This is an optimization exercise on Yosys and OpenROAD, whose aim is small area and a short achievable clock period, not a production implementation.
Function was checked by simulation only, so behaviour that the tests miss may differ from the original.
No activity file was given, so power comes from the tool's default toggle rates.

==> inputs of trial 16 <==
// rob
module rob(
    input clk,
    input reset,
    input logic [3:0] inserted,
    input logic [4:0] archReg0,
    input logic [7:0] physReg0,
    input logic [10:0] opcode0,
    input logic [4:0] archReg1,
    input logic [7:0] physReg1,
    input logic [10:0] opcode1,
    input logic [4:0] archReg2,
    input logic [7:0] physReg2,
    input logic [10:0] opcode2,
    input logic [4:0] archReg3,
    input logic [7:0] physReg3,
    input logic [10:0] opcode3,
    input logic flushInst,
    input logic [6:0] flushIndex,
    input logic exception,
    input logic [6:0] exceptionIndex,
    input logic [3:0] executed,
    input logic [6:0] executedIndex0,
    input logic [6:0] executedIndex1,
    input logic [6:0] executedIndex2,
    input logic [6:0] executedIndex3,
    output logic [2:0] numCommited,
    output logic [3:0] commitValid,
    output logic [4:0] commitArchReg0,
    output logic [7:0] commitPhysReg0,
    output logic [10:0] commitOpcode0,
    output logic [4:0] commitArchReg1,
    output logic [7:0] commitPhysReg1,
    output logic [10:0] commitOpcode1,
    output logic [4:0] commitArchReg2,
    output logic [7:0] commitPhysReg2,
    output logic [10:0] commitOpcode2,
    output logic [4:0] commitArchReg3,
    output logic [7:0] commitPhysReg3,
    output logic [10:0] commitOpcode3,
    output logic full
);
clock: 12.0 ns
lec_check: 0
cap_margin: 10
core_margin: 2
core_utilization: 42
place_density: 0.55
slew_margin: 10
standard.sh (not shown) runs the stock make flow with config.mk's settings and CLKGATE_MAP_FILE= SYNTH_SCRIPT=/design/flow/synth_recipe.tcl, a recipe that flattens the netlist after the stock synthesis.
==> flow/flow/run.sh <==
#!/bin/bash
# The standard layout (standard.sh), with these changes to how it is made:
#  - timing repair aims at a setup slack of MARGIN ns instead of the default, so the
#    resizer keeps working on paths well inside the (unchanged) clock period;
#  - clock tree sinks are clustered in groups of up to 24 flip-flops, without dummy loads;
#  - the port buffers are plain buffers (buf_2), which the resizer can size, rather than
#    delay cells;
#  - before detailed placement, flow/pre_dp.tcl puts each flip-flop that drives an output
#    port buffer beside that buffer.
# The clock period and constraints are the design's; make's output goes to standard.log,
# each ORFS step's own log is under orfs/logs/.
set -euo pipefail
HERE=$(pwd)
MARGIN=8.1
CTS="-sink_clustering_enable -repair_clock_nets -sink_clustering_size 24 -sink_clustering_max_diameter 100 -dont_use_dummy_load"
bash standard.sh SETUP_SLACK_MARGIN=$MARGIN "CTS_ARGS=$CTS" \
  "BUFFER_PORTS_ARGS=-buffer_cell sky130_fd_sc_hd__buf_2" \
  PRE_DETAIL_PLACE_TCL=$HERE/flow/pre_dp.tcl finish > standard.log 2>&1
==> flow/flow/pre_dp.tcl <==
# Before detailed placement: put each flip-flop that drives an output port's buffer right
# beside that buffer, so the register-to-port wire is short. Detailed
# placement then legalizes the moved cells.
set block [ord::get_db_block]
set die [$block getDieArea]
set cx [expr {([$die xMin] + [$die xMax]) / 2}]
set cy [expr {([$die yMin] + [$die yMax]) / 2}]
set moved 0
foreach bt [$block getBTerms] {
  if {[$bt getIoType] != "OUTPUT"} { continue }
  set net [$bt getNet]
  if {$net == "NULL"} { continue }
  set buf ""
  foreach it [$net getITerms] { if {[$it isOutputSignal]} { set buf [$it getInst] } }
  if {$buf == ""} { continue }
  set in ""
  foreach it [$buf getITerms] { if {[$it isInputSignal]} { set in [$it getNet] } }
  if {$in == "" || $in == "NULL"} { continue }
  if {[llength [$in getBTerms]] != 0} { continue }
  set ff ""
  foreach it [$in getITerms] { if {[$it isOutputSignal]} { set ff [$it getInst] } }
  if {$ff == "" || ![[$ff getMaster] isSequential]} { continue }
  set bl [$buf getLocation]
  set bx [lindex $bl 0]; set by [lindex $bl 1]
  set dx [expr {$cx - $bx}]; set dy [expr {$cy - $by}]
  set d [expr {sqrt(double($dx*$dx + $dy*$dy))}]
  if {$d < 1} { set d 1 }
  set step 8000.0
  set nx [expr {int($bx + $dx / $d * $step)}]
  set ny [expr {int($by + $dy / $d * $step)}]
  $ff setLocation $nx $ny
  incr moved
}
puts "pre_dp: moved $moved output flip-flops beside their port buffers"
==> build 30: changes against trial 16 <==
--- a/flow/design.v
+++ b/flow/design.v
@@ -75,11 +75,10 @@
         N[2] = T[1] & ~FE[2];
         N[3] = T[2] & ~FE[3];
         N[4] = T[3];
     end
     logic [3:0] H;              
-    always_comb for (int b = 0; b < 4; b++) H[b] = (head[1:0] == 2'(b));
     logic [3:0] cvr;
     logic [2:0] ncr;
     logic [3:0][23:0] Oq;       
     assign commitValid = cvr;
     assign numCommited = ncr;
@@ -98,11 +97,10 @@
             default: M = 5'b00100;
         endcase
         if (fi) M = 5'b00001;
     end
     logic [3:0] TL;             
-    always_comb for (int b = 0; b < 4; b++) TL[b] = (tail[1:0] == 2'(b));
     logic [3:0][3:0] wa;        
     logic [3:0][7:0] wb;        
     logic [3:0][23:0] wd;       
     logic [3:0][31:0] wsel;     
     always_comb begin
@@ -297,10 +295,12 @@
     end
     always_ff @(posedge clk) begin
         FOK <= FOK_n;
         if (!reset) begin
             head <= 7'd0;
+            H <= 4'b0001;
+            TL <= 4'b0001;
             hhi1 <= 4'd1;
             tail <= 7'd0;
             count <= 8'd0;
             full_r <= 1'b0;
             nfull_r <= 1'b1;
@@ -326,10 +326,21 @@
                 tn = tn | ({7{M[j]}} & tail_c[j]);
                 cn = cn | ({8{M[j]}} & count_c[j]);
                 fn = fn | (M[j] & full_c[j]);
             end
             tail <= tn;
+            for (int b = 0; b < 4; b++) begin
+                logic tl, hh;
+                tl = 1'b0;
+                hh = 1'b0;
+                for (int j = 0; j < 5; j++) begin
+                    tl = tl | (M[j] & TL[(b - j) & 3]);
+                    hh = hh | (N[j] & H[(b - j) & 3]);
+                end
+                TL[b] <= tl;
+                H[b] <= hh;
+            end
             count <= cn;
             full_r <= fn;
             nfull_r <= ~fn;
             begin
                 logic [7:0] wn;
==> flow/flow/run.sh (replaced) <==
#!/bin/bash
# The standard layout (standard.sh), with these changes to how it is made:
#  - timing repair aims at a setup slack of MARGIN ns instead of the default, so the
#    resizer keeps working on paths well inside the (unchanged) clock period;
#  - clock tree sinks are clustered in groups of up to 22 flip-flops, without dummy loads;
#  - the port buffers are plain buffers (buf_2), which the resizer can size, rather than
#    delay cells;
#  - before detailed placement, flow/pre_dp.tcl puts each flip-flop that drives an output
#    port buffer beside that buffer;
#  - up to 15 rounds of antenna repair after detailed routing (default 5).
# The clock period and constraints are the design's; make's output goes to standard.log,
# each ORFS step's own log is under orfs/logs/.
set -euo pipefail
HERE=$(pwd)
MARGIN=8.25
CTS="-sink_clustering_enable -repair_clock_nets -sink_clustering_size 22 -sink_clustering_max_diameter 100 -dont_use_dummy_load"
bash standard.sh SETUP_SLACK_MARGIN=$MARGIN "CTS_ARGS=$CTS" \
  "BUFFER_PORTS_ARGS=-buffer_cell sky130_fd_sc_hd__buf_2" \
  PRE_DETAIL_PLACE_TCL=$HERE/flow/pre_dp.tcl MAX_REPAIR_ANTENNAS_ITER_DRT=15 finish > standard.log 2>&1
Settings changed: CAP_MARGIN 10 to 20, SLEW_MARGIN 10 to 20.
==> flow_summary.yaml <==
global_routing:
  grt_max_degree: 65
  antenna_found_initial: 64
status:
  so_faults: "antenna rules"
  outcome: "finished with violations"
logic_synthesis:
  synth_cells: 10562
  yosysSeqAreaShare_pct: 69.67
clock_tree:
  clk_pin_slew_ns: 0.10
  insertion_delay_ns: 0.98
placed_design:
  dp_hpwl_mm: 404.1
final_layout:
  nClkBuffers: 183
routing:
  drtAntennaViolNets: 1
power:
  powerComb_mw: 5.20
  p_int_mw: 19.28
setup_path:
  r2r_slack_ns: 8.03
timing:
  finalCritPeriodShare_pct: 33.25
# the run above: trial 16

==> flow_summary.yaml <==
status:
  outcome: "timing/DRC/antenna clean"
placed_design:
  dp_hpwl_mm: 400.9
setup_path:
  cp_top_family: "flip-flops"
  r2r_slack_ns: 8.15
logic_synthesis:
  yosysSeqAreaShare_pct: 69.79
  synth_cells: 10581
routing:
  drtAntennaViolNets: 0
power:
  p_int_mw: 19.16
  powerComb_mw: 4.92
global_routing:
  antenna_found_initial: 36
floorplan:
  boundaryPins: 254
final_layout:
  buf_share_pct: 4.534
  nClkBuffers: 195
timing:
  finalCritPeriodShare_pct: 32.90
clock_tree:
  insertion_delay_ns: 1.03
# the run above: build 30

static timing again, ports no longer ideal:
How much do the figures lean on ideal ports? The routed layouts below were timed once more, with nothing changed but the port constraints.
Step 1 sets driving cells, clkbuf_16 on the clock port and buf_2 on the other inputs (assumed; they add their load-dependent delay and slew).
Step 2 also shifts input and output timing later by t, the mid clock arrival at the registers, as if the neighbouring blocks saw the same clock.
Three values: no drivers, after step 1, after step 2; two values: the first two.
run | t (ns) | setup WS [ns] | worst setup path after step 2 | cell pins on the clock port's net
trial 16 | 1.022 | 8.010 / 7.972 / 7.083 | input to register | 1
build 30 | 1.050 | 8.052 / 7.955 / 7.209 | input to register | 1
For trial 16, which loses most, drivers alone change the setup slack by -0.038 ns; drivers and shift together by -0.927 ns.
